What follows belongs to an exercise in optimizing a design on an open flow for small area, a short achievable clock period and few clock cycles; a production flow would make more cautious choices. The RTL was checked by simulation tests, not by an equivalence proof against the original design. Power is estimated from default activity; no workload was simulated.

==> module muldiv, before the edit <==
module muldiv (
  input  logic        clk,
  input  logic        rst_n,
  input  logic        en,       
  input  logic        req,      
  input  logic [2:0]  op,
  input  logic [31:0] a,
  input  logic [31:0] b,
  input  logic [4:0]  ra,       
  input  logic [4:0]  rb,
  input  logic        wb_we,    
  input  logic [4:0]  wb_wa,
  output logic        hold,     
  output logic [31:0] result    
);
  localparam logic [3:0] PH_IDLE = 4'd0, PH_NEGA = 4'd1, PH_NEGB = 4'd2,
                         PH_DIV  = 4'd3, PH_NEGR = 4'd4, PH_MUL  = 4'd5,
                         PH_MULH = 4'd6, PH_OUT  = 4'd7;
  logic [3:0]  ph;
  logic [31:0] H, L, D;
  logic [5:0]  cnt;
  logic        lp;         
  logic        lead;       
  logic        negb_pend;  
  logic        neg_res;    
  logic        rem;        
  logic        msa;        
  logic        mhf;        
  logic        fixb;       
  logic        dsgn_q;     
  logic        out_l;      
  logic [35:0] hx, dx;
  assign hx = mhf ? {{4{H[31]}}, H} : {4'b0, H};
  assign dx = msa ? {{4{D[31]}}, D} : {4'b0, D};
  function automatic logic [5:0] booth2(input logic [3:0] m, input logic below);
    booth2 = {m[3],                                           
              (m[3] & !m[2] & !m[1]) | (!m[3] & m[2] & m[1]),   
              m[2] ^ m[1],                                    
              m[1],                                           
              (m[1] & !m[0] & !below) | (!m[1] & m[0] & below),  
              m[0] ^ below};                                  
  endfunction
  logic [5:0] bd;
  logic one0, two0, neg0, one1, two1, neg1;
  assign {neg1, two1, one1, neg0, two0, one0} = bd;
  logic [35:0] mag0, mag1, pp0, pp1;
  assign mag0 = one0 ? dx : two0 ? {dx[34:0], 1'b0} : 36'b0;
  assign mag1 = one1 ? dx : two1 ? {dx[34:0], 1'b0} : 36'b0;
  assign pp0  = mag0 ^ {36{neg0}};
  assign pp1  = {mag1[33:0] ^ {34{neg1}}, neg1, neg1};    
  logic [35:0] cs_s, cs_c, prod;
  assign cs_s = hx ^ pp0 ^ pp1;
  assign cs_c = {(hx[34:0] & pp0[34:0]) | (hx[34:0] & pp1[34:0]) | (pp0[34:0] & pp1[34:0]), neg1};
  assign prod = cs_s + cs_c + {35'b0, neg0};
  logic mul_last;
  assign mul_last = (L[31:3] == {29{L[3]}});
  logic [32:0] x_sub;
  logic [31:0] y_sub;
  logic [33:0] dsum;
  always_comb begin
    x_sub = (ph == PH_DIV) ? {H, L[31]} : 33'b0;
    case (ph)
      PH_NEGA: y_sub = L;
      PH_NEGR: y_sub = rem ? H : L;
      default: y_sub = D;
    endcase
  end
  assign dsum = {1'b0, x_sub} - {2'b0, y_sub};
  logic        q;
  logic [31:0] h_step, l_step;
  assign q      = ~dsum[33];
  assign h_step = q ? dsum[31:0] : {H[30:0], L[31]};
  assign l_step = {L[30:0], q};
  logic       rem_n;
  logic       fz;         
  logic [4:0] fra, frb;
  logic       hit;
  assign rem_n = op[1];
  assign hit   = fz && op[2] && op[0] && ra == fra && rb == frb &&
                 !(wb_we && (wb_wa == ra || wb_wa == rb));
  logic fin;
  assign fin  = (ph == PH_OUT) || (ph == PH_IDLE && hit);
  assign hold = req && !fin;
  assign result = ((ph == PH_IDLE) ? !rem_n : out_l) ? L : H;
  logic is_div, dsgn, a_neg, b_neg, b_zero;
  assign is_div = op[2];
  assign dsgn   = ~op[0];
  assign a_neg  = dsgn & a[31];
  assign b_neg  = dsgn & b[31];
  assign b_zero = (b == 32'b0);
  always_ff @(posedge clk or negedge rst_n) begin
    if (!rst_n)
      fz <= 1'b0;
    else if (en && ph == PH_IDLE && req && !hit)
      fz <= 1'b0;
    else if (en && ph == PH_DIV && cnt == 6'd1 && !dsgn_q)
      fz <= 1'b1;
    else if (wb_we && (wb_wa == fra || wb_wa == frb))
      fz <= 1'b0;
  end
  always_ff @(posedge clk or negedge rst_n) begin
    if (!rst_n) begin
      ph <= PH_IDLE;
    end else if (en) begin
      case (ph)
        PH_IDLE: if (req && !hit) begin
          if (!is_div)
            ph <= (op[1:0] == 2'b00) ? PH_MUL : PH_MULH;
          else if (b_zero)
            ph <= PH_DIV;
          else
            ph <= a_neg ? PH_NEGA : (b_neg ? PH_NEGB : PH_DIV);
        end
        PH_NEGA: ph <= negb_pend ? PH_NEGB : PH_DIV;
        PH_NEGB: ph <= PH_DIV;
        PH_DIV:  if (cnt == 6'd1) ph <= neg_res ? PH_NEGR : PH_OUT;
        PH_NEGR: ph <= PH_OUT;
        PH_MUL:  if (mul_last) ph <= PH_OUT;
        PH_MULH: if (cnt == 6'd0) ph <= fixb ? PH_MUL : PH_OUT;
        default: ph <= PH_IDLE;
      endcase
    end
  end
  always_ff @(posedge clk) begin
    if (en) begin
      case (ph)
        PH_IDLE: if (req && !hit) begin
          fra    <= ra;
          frb    <= rb;
          dsgn_q <= !op[2] || dsgn;
          D      <= is_div ? b : a;
          rem    <= op[1];
          out_l  <= op[2] && !op[1];
          msa    <= !op[2] && ((op[1:0] == 2'b01) || (op[1:0] == 2'b10));
          mhf    <= !op[2] && (op[1:0] != 2'b00);
          fixb   <= !op[2] && op[1] && b[31];
          lp     <= 1'b0;
          bd     <= booth2(b[3:0], 1'b0);
          lead   <= 1'b1;
          negb_pend <= b_neg;
          if (!is_div) begin
            H   <= 32'b0;
            L   <= b;
            cnt <= 6'd7;
            neg_res <= 1'b0;
          end else if (b_zero) begin
            H   <= {1'b0, a[31:1]};
            L   <= {a[0], 31'h7FFF_FFFF};
            cnt <= 6'd1;
            lead <= 1'b0;
            neg_res <= 1'b0;
          end else begin
            H   <= 32'b0;
            L   <= a;
            cnt <= 6'd32;
            neg_res <= op[1] ? a_neg : (a_neg ^ b_neg);
          end
        end
        PH_NEGA: L <= dsum[31:0];
        PH_NEGB: D <= dsum[31:0];
        PH_NEGR: begin
          H     <= dsum[31:0];
          out_l <= 1'b0;
        end
        PH_DIV: begin
          if (lead && cnt > 6'd8 && L[31:24] == 8'b0) begin
            L   <= {L[23:0], 8'b0};
            cnt <= cnt - 6'd8;
          end else if (lead && cnt > 6'd4 && L[31:28] == 4'b0) begin
            L   <= {L[27:0], 4'b0};
            cnt <= cnt - 6'd4;
          end else begin
            lead <= 1'b0;
            H    <= h_step;
            L    <= l_step;
            cnt  <= cnt - 6'd1;
          end
        end
        PH_MUL: begin
          H  <= prod[31:0];
          D  <= {D[27:0], 4'b0};
          L  <= {{4{L[31]}}, L[31:4]};
          lp <= L[3];
          bd <= booth2(L[7:4], L[3]);
        end
        PH_MULH: begin
          H   <= prod[35:4];
          L   <= (cnt == 6'd0) ? 32'd1 : {prod[3:0], L[31:4]};
          lp  <= (cnt == 6'd0) ? 1'b0 : L[3];
          bd  <= (cnt == 6'd0) ? booth2(4'd1, 1'b0) : booth2(L[7:4], L[3]);
          cnt <= cnt - 6'd1;
        end
        default: ;
      endcase
    end
  end
endmodule
Settings: LEC_CHECK=0, CAP_MARGIN=20, CORE_MARGIN=2, CORE_UTILIZATION=45, CTS_BUF_LIST=sky130_fd_sc_hd__clkbuf_8, PLACE_DENSITY=0.6, SLEW_MARGIN=20, SYNTH_HIERARCHICAL=1; clock period 15.0 ns.
standard.sh (not shown) runs the stock make flow with config.mk's settings and CLKGATE_MAP_FILE= SYNTH_SCRIPT=/design/flow/synth_recipe.tcl, a recipe that flattens the netlist after the stock synthesis.
==> flow/flow/run.sh <==
#!/bin/bash
set -euo pipefail
MARGIN=${MARGIN:-10}
bash standard.sh synth > synth.log 2>&1
bash standard.sh SETUP_SLACK_MARGIN=$MARGIN "BUFFER_PORTS_ARGS=-buffer_cell sky130_fd_sc_hd__buf_4" finish > layout.log 2>&1
Testbench counts at the start, summed over its fixed seeds: cycles 513,230.
Change:
--- a/flow/design.v
+++ b/flow/design.v
@@ -350,9 +350,10 @@
   assign hit   = fz && op[2] && op[0] && ra == fra && rb == frb &&
                  !(wb_we && (wb_wa == ra || wb_wa == rb));
   logic fin;
-  assign fin  = (ph == PH_OUT) || (ph == PH_IDLE && hit);
+  logic in_out;    
+  assign fin  = in_out || (ph == PH_IDLE && hit);
   assign hold = req && !fin;
-  assign result = ((ph == PH_IDLE) ? !rem_n : out_l) ? L : H;
+  assign result = (in_out ? out_l : !rem_n) ? L : H;
   logic is_div, dsgn, a_neg, b_neg, b_zero;
   assign is_div = op[2];
   assign dsgn   = ~op[0];
@@ -372,7 +373,9 @@
   always_ff @(posedge clk or negedge rst_n) begin
     if (!rst_n) begin
       ph <= PH_IDLE;
+      in_out <= 1'b0;
     end else if (en) begin
+      in_out <= 1'b0;
       case (ph)
         PH_IDLE: if (req && !hit) begin
           if (!is_div)
@@ -384,10 +387,16 @@
         end
         PH_NEGA: ph <= negb_pend ? PH_NEGB : PH_DIV;
         PH_NEGB: ph <= PH_DIV;
-        PH_DIV:  if (cnt == 6'd1) ph <= neg_res ? PH_NEGR : PH_OUT;
-        PH_NEGR: ph <= PH_OUT;
-        PH_MUL:  if (mul_last) ph <= PH_OUT;
-        PH_MULH: if (cnt == 6'd0) ph <= fixb ? PH_MUL : PH_OUT;
+        PH_DIV:  if (cnt == 6'd1) begin
+                   ph <= neg_res ? PH_NEGR : PH_OUT;
+                   in_out <= !neg_res;
+                 end
+        PH_NEGR: begin ph <= PH_OUT; in_out <= 1'b1; end
+        PH_MUL:  if (mul_last) begin ph <= PH_OUT; in_out <= 1'b1; end
+        PH_MULH: if (cnt == 6'd0) begin
+                   ph <= fixb ? PH_MUL : PH_OUT;
+                   in_out <= !fixb;
+                 end
         default: ph <= PH_IDLE;
       endcase
     end
Outcome:
- The new run ran to the end with no violations
- clock skew goes down by 0.016 ns
- worst setup slack degrades by 0.27 ns
- clock-buffer cell count goes up by 11
- routed wire length goes up by 1.2%
- non-clock buffer count goes up by 58
- sequential power goes down by about 1%
- power goes down by 2.8%
- hold slack degrades by 0.066 ns
- synthesized area goes up by 0.35%
- via count goes up by 1.1%
Testbench counts after the change, summed over its fixed seeds: cycles 513,230.

* * *

Another version of the RTL of brv32p_core (not shown whole).
Size: ~9,200 cells after synthesis, ~170 I/O pins, about 0.10 sq mm of cells after synthesis.
export LEC_CHECK = 0
export CAP_MARGIN = 20
export CORE_MARGIN = 2
export CORE_UTILIZATION = 45
export CTS_BUF_LIST = sky130_fd_sc_hd__clkbuf_8
export PLACE_DENSITY = 0.6
export SLEW_MARGIN = 20
export SYNTH_HIERARCHICAL = 1
create_clock -name core_clock -period 15.0 [get_ports {clk}]
Scripts as last shown in full above: flow/flow/run.sh
The first run ran to the end with no violations.
Testbench counts at the start, summed over its fixed seeds: cycles 513,230.
Rerun with:
--- a/flow/design.v
+++ b/flow/design.v
@@ -545,21 +545,20 @@
                     (fo == 7'b0010011) | f_reg | (f_sys & (ff3 != 3'b000) & !ff3[2]);
   assign pf_use2  = f_br | f_store | f_reg;
   assign pf_jal   = (fo == 7'b1101111);
   assign f_trap   = (f_sys & (ff3 == 3'b000) & (instr_exp[31:20] != 12'h302)) |
                     (f_br & (ff3[2:1] == 2'b01)) |
                     !((fo == 7'b0110111) | pf_auipc | (fo == 7'b1101111) | (fo == 7'b1100111) |
                       f_br | (fo == 7'b0000011) | f_store | (fo == 7'b0010011) | f_reg |
                       (fo == 7'b0001111) | f_sys);
   logic        id_valid;
   logic        id_rb, id_auipc, id_store, id_br, id_use1, id_use2, id_trap, id_jal;
-  logic [31:1] id_s1, id_s2;    
   logic [31:2] id_instr;
   logic [31:1] id_pc;
   logic        id_c, id_pred;
   always_ff @(posedge clk or negedge rst_n) begin
     if (!rst_n)
       id_valid <= 1'b0;
     else if (adv && !id_hold)
       id_valid <= !redirect;
   end
   always_ff @(posedge clk) begin
@@ -569,24 +568,20 @@
       id_c     <= is_c_if;
       id_pred  <= pred_if;
       id_rb    <= pf_rb;
       id_auipc <= pf_auipc;
       id_store <= f_store;
       id_br    <= f_br;
       id_use1  <= pf_use1;
       id_use2  <= pf_use2;
       id_trap  <= f_trap;
       id_jal   <= pf_jal;
-      for (int i = 1; i < 32; i++) begin
-        id_s1[i] <= (instr_exp[19:15] == 5'(i));
-        id_s2[i] <= (instr_exp[24:20] == 5'(i));
-      end
     end
   end
   logic [31:0] ins;
   assign ins = {id_instr, 2'b11};
   logic [6:0] opc;
   logic [2:0] f3;
   logic [4:0] rs1, rs2, rd;
   assign opc = ins[6:0];
   assign f3  = ins[14:12];
   assign rs1 = ins[19:15];
@@ -676,22 +671,22 @@
   always_ff @(posedge clk) begin
     for (int i = 1; i < 32; i++)
       if (rf_we && rf_wa == 5'(i))
         regs[i] <= rf_wd;
   end
   logic [31:0] rs1_r, rs2_r, rs1_v, rs2_v;
   always_comb begin
     rs1_r = 32'b0;
     rs2_r = 32'b0;
     for (int i = 1; i < 32; i++) begin
-      rs1_r = rs1_r | (regs[i] & {32{id_s1[i]}});
-      rs2_r = rs2_r | (regs[i] & {32{id_s2[i]}});
+      rs1_r = rs1_r | (regs[i] & {32{rs1 == 5'(i)}});
+      rs2_r = rs2_r | (regs[i] & {32{rs2 == 5'(i)}});
     end
   end
   assign rs1_v = (rf_we && rf_wa == rs1) ? rf_wd : rs1_r;
   assign rs2_v = (rf_we && rf_wa == rs2) ? rf_wd : rs2_r;
   logic e_rfwe, e_load;
   logic [4:0] e_rd, e_ra, e_rb;
   assign load_use = e_load & id_valid &
                     (((e_rd == rs1) & use1) | ((e_rd == rs2) & use2));
   logic id_go;
   assign id_go = id_valid & !redirect & !load_use;
Outcome: First-iteration DRC count came out lower by 1.6%; maximum frequency came out lower by 5.3%; via count came out higher by 1.3%; register-to-register slack got worse by 0.32 ns; clock-buffer cell count came out lower by 2; worst setup slack got worse by 0.28 ns; clock power came out lower by about 3%; utilization came out higher by 0.48 points; routed wire length came out higher by 3.3%; global-route usage came out higher by 2.4 points; critical path depth came out higher by 6; flip-flop and latch count came out lower by 62; hold slack got worse by 0.0030 ns; final cell count came out higher by 0.75%.
Testbench counts after the change, summed over its fixed seeds: cycles 513,230.

-- re-timing with driven ports --
How much do the figures lean on ideal ports? The routed layouts below were timed once more, with nothing changed but the port constraints. Step 1 sets driving cells, clkbuf_16 on the clock port and buf_2 on the other inputs (assumed; they add their load-dependent delay and slew). Step 2 moves the port delays by t, midway between the first and last clock arrival at a register: inputs arrive t later, outputs are due t later. That takes back most of the time a late clock gives input paths. Slacks: ideal ports / drivers / drivers and shift; pairs: ideal ports / drivers.
run	shift t [ns]	setup slack, ns	clock arrival spread, ns	worst register clock-pin slew, ns	cell pins on the clock port's net
the first run of note 1	1.155	9.832 / 9.832 / 8.960	0.163 / 0.162	0.08 / 0.08	1
the second run of note 1	1.166	9.565 / 9.565 / 8.958	0.159 / 0.159	0.07 / 0.07	1
the first run of note 2	1.156	9.938 / 9.968 / 8.854	0.152 / 0.152	0.07 / 0.07	1
the second run of note 2	1.145	9.653 / 9.653 / 9.016	0.150 / 0.150	0.08 / 0.08	1
After both steps setup and hold are still met in every run listed. For the first run of note 2, which loses most, drivers alone change the setup slack by +0.030 ns; drivers and shift together by -1.084 ns.
